This is an optimization exercise on Yosys and OpenROAD, whose aim is small area, a short achievable clock period and few clock cycles per item, not a production implementation.
RTL that was checked went through simulation tests only; none was proved equivalent to the original.
No activity file was given, so power comes from the tool's default toggle rates.

// sorting_top
module sorting_top #(
    parameter N = 8,
    parameter L = 4
)(
    input wire clk,
    input wire rst,
    input wire Rd,
    input wire WrInit,
    input wire [L-1:0] RAddr,
    input wire [N-1:0] DataIn,
    input wire start,
    output wire [N-1:0] DataOut,
    output wire done
);
    localparam K = 16;
    reg [N-1:0] r [0:K-1];    
    reg [L-1:0] o;            
    reg [N-1:0] rdat;         
    reg         busy;
    reg         done_r;
    wire go  = start & ~busy;
    wire wr  = WrInit & ~start & ~busy;
    wire rot = go | busy;     
    function automatic gt8(input [N-1:0] a, input [N-1:0] b);
        integer n;
        reg c;
        begin
            c = 1'b0;
            for (n = 0; n < N; n = n + 1)
                c = (a[n] & ~b[n]) | ((a[n] | ~b[n]) & c);
            gt8 = c;
        end
    endfunction
    wire [K/2-1:0] sw;
    genvar j, b;
    generate
        for (j = 0; j < K/2; j = j + 1) begin : g_ce
            assign sw[j] = rot && (o != 2*j+1) && gt8(r[2*j], r[2*j+1]);
        end
    endgenerate
    wire [N-1:0] nx [0:K-1];
    generate
        for (j = 0; j < K; j = j + 1) begin : g_slot
            wire ws = wr && RAddr == j;                  
            if (j % 2 == 1) begin : g_lo                  
                wire s_l = ~rst & rot & ~sw[j/2];          
                wire s_d = ~rst & ws;                      
                wire s_h = ~rst & ~s_l & ~ws;              
                for (b = 0; b < N; b = b + 1) begin : g_b
                    ao222 u_ao (.a(s_l), .x(r[j-1][b]), .c(s_d), .y(DataIn[b]),
  ...
Settings: LEC_CHECK=0, CAP_MARGIN=20, CORE_MARGIN=2, CORE_UTILIZATION=40, SETUP_SLACK_MARGIN=2.4, SLEW_MARGIN=20, SYNTH_HIERARCHICAL=1, SYNTH_MINIMUM_KEEP_SIZE=0; clock period 5.0 ns.
run.sh (not shown) runs the stock make flow with config.mk's settings and CLKGATE_MAP_FILE= SYNTH_SCRIPT=/design/flow/synth_recipe.tcl, a recipe that flattens the netlist after the stock synthesis.
The baseline produced a clean layout.
Testbench counts at the start, summed over its fixed seeds: cycles 4,616, sorts 96.
Edit:
Settings changed: SETUP_SLACK_MARGIN 2.4 to 2.8.
What happened: The changed run finished with timing, DRC and antenna clean. Register-to-register slack improved by 0.18 ns. Worst setup slack improved by 0.21 ns. First-iteration DRC count decreases by 20%. Area after synthesis does not change. Die area stays the same. Via count increases by about 2.3%. Sequential share of layout area decreases by 2.6 points. Global-route usage increases by 1.6 points. Utilization increases by 6.3 points. Critical path depth decreases by 4.
Edit:
Settings changed: CTS_BUF_LIST set to sky130_fd_sc_hd__clkbuf_8, CTS_CLUSTER_DIAMETER set to 60, CTS_CLUSTER_SIZE set to 20, SETUP_SLACK_MARGIN 2.8 to 2.6.
- The new run finished clean
- design area fell by about 9%
- fmax fell by 1.5%
- die area does not change
- clock skew climbs by 0.0077 ns
- non-clock buffer count came out lower by 21
- via count fell by about 3%
- global-route usage drops by 1.9 points
- final cell count is lower by 1.7%
- routed wire length decreases by 5.1%
- hold slack improved by 0.0054 ns
Edit:
Settings changed: CTS_BUF_LIST sky130_fd_sc_hd__clkbuf_8 to not set, CTS_CLUSTER_DIAMETER 60 to not set, CTS_CLUSTER_SIZE 20 to not set.
Result: Setup slack gains 0.0091 ns. Clock-buffer cell count goes up by 4. Total power is higher by 15%. Register-to-register slack loses 0.02 ns. Clock power grows by 38%. Sequential power hardly moves. Hold slack gets worse by 0.0044 ns.

---

Setup of red:
sorting_top, a different RTL version from the one above (not shown whole).
For scale: ~860 cells after synthesis, roughly 140 flip-flops, roughly 26 I/O pins, ~7400 sq um of cells after synthesis.
Settings: LEC_CHECK=0, CAP_MARGIN=20, CORE_MARGIN=2, CORE_UTILIZATION=40, CTS_BUF_LIST=sky130_fd_sc_hd__clkbuf_8, CTS_CLUSTER_DIAMETER=60, CTS_CLUSTER_SIZE=20, SETUP_SLACK_MARGIN=2.6, SLEW_MARGIN=20, SYNTH_HIERARCHICAL=1, SYNTH_MINIMUM_KEEP_SIZE=0, TNS_END_PERCENT=5; clock period 5.0 ns.
Testbench counts of red, summed over its fixed seeds: cycles 4,616, sorts 96.
What blue does differently from red at the input level:
Settings: CTS_CLUSTER_DIAMETER changed from 60 to 50; CTS_BUF_LIST changed from sky130_fd_sc_hd__clkbuf_8 to sky130_fd_sc_hd__clkbuf_4; CTS_CLUSTER_SIZE changed from 20 to 12; TNS_END_PERCENT removed (was 5).
==> flow/flow/run.sh (new file) <==
#!/bin/bash
# The standard layout (the standard.sh, standard synthesis unchanged),
# with clock tree synthesis told not to add dummy load cells.
set -euo pipefail
CTS="-sink_clustering_enable -repair_clock_nets -dont_use_dummy_load"
CTS="$CTS -buf_list sky130_fd_sc_hd__clkbuf_4 -sink_clustering_size 12 -sink_clustering_max_diameter 50"
bash standard.sh "CTS_ARGS=$CTS" finish > standard_finish.log 2>&1
==> flow/standard.sh (new file) <==
#!/bin/bash
# synth_recipe.tcl (not shown) runs the flow's synth.tcl, then flattens the netlist and writes it again
# the make line also repeats each setting of config.mk as NAME=value (left out here)
make -C /OpenROAD-flow-scripts/flow DESIGN_CONFIG=/design/flow/config.mk WORK_HOME=/design/flow/orfs CLKGATE_MAP_FILE= SYNTH_SCRIPT=/design/flow/synth_recipe.tcl "${@:-finish}"
removed: flow/run.sh
--- outcome ---
Looking at share of total power in combinational logic, blue sits 2.7 points above red. red → blue: share of cells above drive strength 1 increased by 0.98 points relative to the old numbers, top achievable clock speed moved up, switching fraction of total power went up, worst path setup slack after routing went up by 0.032 ns, sequential cell area in the final layout went up. In blue the worst slack at placement turned out 0.084 ns lower than in red. | layout-stage area growth over the synthesis result | lower: blue |. [compare] base=red new=blue: count of cell types in the netlist shows no meaningful change; sequential fraction of design power increased by 11 points relative to the old numbers.
[inputs] green vs blue
Settings: CTS_CLUSTER_SIZE: 12 -> 20; CTS_CLUSTER_DIAMETER: 50 -> 60; CTS_BUF_LIST: sky130_fd_sc_hd__clkbuf_4 -> sky130_fd_sc_hd__clkbuf_8.
--- a/flow/flow/run.sh
+++ b/flow/flow/run.sh
@@ -5,3 +5,3 @@
 CTS="-sink_clustering_enable -repair_clock_nets -dont_use_dummy_load"
-CTS="$CTS -buf_list sky130_fd_sc_hd__clkbuf_4 -sink_clustering_size 12 -sink_clustering_max_diameter 50"
+CTS="$CTS -buf_list sky130_fd_sc_hd__clkbuf_8 -sink_clustering_size 20 -sink_clustering_max_diameter 60"
 bash standard.sh "CTS_ARGS=$CTS" finish > standard_finish.log 2>&1
## What came out
green ended with every stage complete and zero timing, DRC or antenna violations.
Looking at met1 capacity usage during global routing, green sits 0.56 points lower than blue does.
green packs its core tighter than blue.
Diff blue and green: static leakage higher in green
| global-route usage | blue vs green | ≈ equal |
green ended with less instance count on the critical path than blue.
Relative to blue, the worst-skew pair later-pin latency of green is lower by 0.11 ns.

---

== build 78 ==
sorting_top, a different RTL version from the one above (not shown whole).
Size: roughly 1100 cells after synthesis, ~140 flip-flops, roughly 26 I/O pins, about 0.0089 sq mm of cells after synthesis.
Settings: LEC_CHECK=0, CAP_MARGIN=20, CORE_MARGIN=2, CORE_UTILIZATION=40, SLEW_MARGIN=20; clock period 5.0 ns.
Stock flow here: none of the scripts above is used.
Testbench counts of build 78, summed over its fixed seeds: cycles 4,520, sorts 96.
For build 19, these inputs were changed with respect to build 78:
# build 78
export LEC_CHECK = 0
export CAP_MARGIN = 20
export CORE_MARGIN = 2
export CORE_UTILIZATION = 40
export SLEW_MARGIN = 20
create_clock -name core_clock -period 5.0 [get_ports {clk}]
# build 19
export LEC_CHECK = 0
export CAP_MARGIN = 20
export CORE_MARGIN = 2
export CORE_UTILIZATION = 40
export SETUP_SLACK_MARGIN = 2.0
export SLEW_MARGIN = 20
create_clock -name core_clock -period 5.0 [get_ports {clk}]
Notes after the runs:
- Area used by multi-input combinational logic: build 19 vs build 78 up about 12%
- Maximum VDD drop in build 19 vs build 78: up 97 uV
- Looking at layout buffer count excluding clock buffers, build 19 sits above build 78.
- After detailed routing, build 78 needs less wire than build 19.
- For build 19, the end point of the critical path was DataOut[4], unlike build 78, where it was DataOut[7].
- Going from build 78 to build 19, the sequential share of layout area was found to have gone down by 3.2 points.
- Layout multi-input combinational cell count delta (build 19 -> build 78): insignificant
- Of build 78 and build 19, the run reporting the higher arrival time of data at the critical path endpoint was build 78.
Modified inputs, build 93 compared to build 19
# build 19
export LEC_CHECK = 0
export CAP_MARGIN = 20
export CORE_MARGIN = 2
export CORE_UTILIZATION = 40
export SETUP_SLACK_MARGIN = 2.0
export SLEW_MARGIN = 20
create_clock -name core_clock -period 5.0 [get_ports {clk}]
# build 93
export LEC_CHECK = 0
export CAP_MARGIN = 20
export CORE_MARGIN = 2
export CORE_UTILIZATION = 40
export SETUP_SLACK_MARGIN = 2.6
export SLEW_MARGIN = 20
create_clock -name core_clock -period 5.0 [get_ports {clk}]
## What came out
The final core utilization of build 93 exceeds that of build 19 by 7.6 points.
Going from build 19 to build 93, the total met2 wirelength after detailed routing was found to have gone up by about 13%.
Final area was lower in the run labelled build 19.

---

sorting_top, a different RTL version from the one above (not shown whole).
Size in the first run: about 1200 cells after synthesis, roughly 140 flip-flops, ~9600 um2 of cells after synthesis.
==> flow/design.v (excerpt) <==
module sorting_top #(
    parameter N = 8,
    parameter L = 4
)(
    input wire clk,
    input wire rst,
    input wire Rd,
    input wire WrInit,
    input wire [L-1:0] RAddr,
    input wire [N-1:0] DataIn,
    input wire start,
    output wire [N-1:0] DataOut,
    output wire done
);
export LEC_CHECK = 0
export CAP_MARGIN = 20
export CORE_MARGIN = 2
export CORE_UTILIZATION = 40
export SETUP_SLACK_MARGIN = 2.4
export SLEW_MARGIN = 20
create_clock -name core_clock -period 5.0 [get_ports {clk}]
The baseline went through all stages and came out clean.
Edit:
Settings changed: SETUP_SLACK_MARGIN 2.4 to 2.8.
Outcome: Global-route usage went up by 1.9 points; final area increases by 15%; wire length climbs by 7.7%; hold slack is worse by 0.0037 ns; non-clock buffer count rose by 75; register-to-register slack gains 0.27 ns; die area stays the same; setup slack gains 0.23 ns; via count came out higher by 5.9%; fmax is higher by 9.7%.
Edit:
Settings changed: SETUP_SLACK_MARGIN 2.8 to 2.0.
Clock skew stays flat.
First-iteration DRC count fell by a few percent.
Synthesized area does not change.
Utilization fell by 6.9 points.
Total power fell by roughly a tenth.
Critical path depth does not change.
Setup slack loses 0.59 ns.
Sequential power barely changes.
Routed wire length fell by roughly a tenth.
Via count fell by a little under a tenth.
Clock-buffer cell count fell by 6.
Edit:
Settings changed: SETUP_SLACK_MARGIN 2.0 to 3.2.
Result: Maximum frequency goes up by 25%. Die area does not change. Clock skew stays flat.
No run of this note included a check of the RTL's function; only the layout flow was run.

==> separate check: timing with driven ports <==
The results above use ideal ports. As a check the final layouts listed here were re-extracted and re-timed, cells and wires unchanged.
Step 1: set_driving_cell puts a clkbuf_16 on clk and a buf_2 on each other input, an assumption about the parent block.
Step 2 moves the port delays by t, midway between the first and last clock arrival at a register: inputs arrive t later, outputs are due t later. That takes back most of the time a late clock gives input paths.
a / b / c = ideal / step 1 / step 2; a / b = the first two.
run	shift t [ns]	setup slack, ns	worst setup path after step 2	worst data-port slew with drivers (ns)	cell pins on the clock port's net
the first run of note 1	0.476	2.432 / 2.460 / 1.984	input to register	0.03	1
the second run of note 1	0.476	2.645 / 2.600 / 2.306	input to register	0.06	1
the third run of note 1	0.499	2.609 / 2.598 / 2.126	input to register	0.04	1
the fourth run of note 1	0.474	2.618 / 2.597 / 2.176	input to register	0.04	1
red	0.514	2.510 / 2.523 / 2.009	input to register	0.03	1
blue	0.587	2.541 / 2.541 / 2.001	input to register	0.03	1
green	0.483	2.608 / 2.582 / 2.141	input to register	0.03	1
build 78	0.477	0.540 / 0.492 / 0.969	register to output	0.04	1
build 19	0.485	1.804 / 1.759 / 1.560	input to register	0.03	1
build 93	0.485	1.728 / 1.678 / 1.816	input to register	0.04	1
the first run of note 4	0.480	2.420 / 2.424 / 1.944	input to register	0.07	1
the second run of note 4	0.482	2.647 / 2.609 / 2.271	input to register	0.08	1
the third run of note 4	0.478	2.055 / 2.026 / 1.656	input to register	0.04	1
the fourth run of note 4	0.489	2.651 / 2.605 / 2.222	input to register	0.21	1
After both steps every run listed still meets setup and hold. The setup slack of blue, which loses most, moves by 0.000 ns with the drivers and by -0.540 ns with both steps.
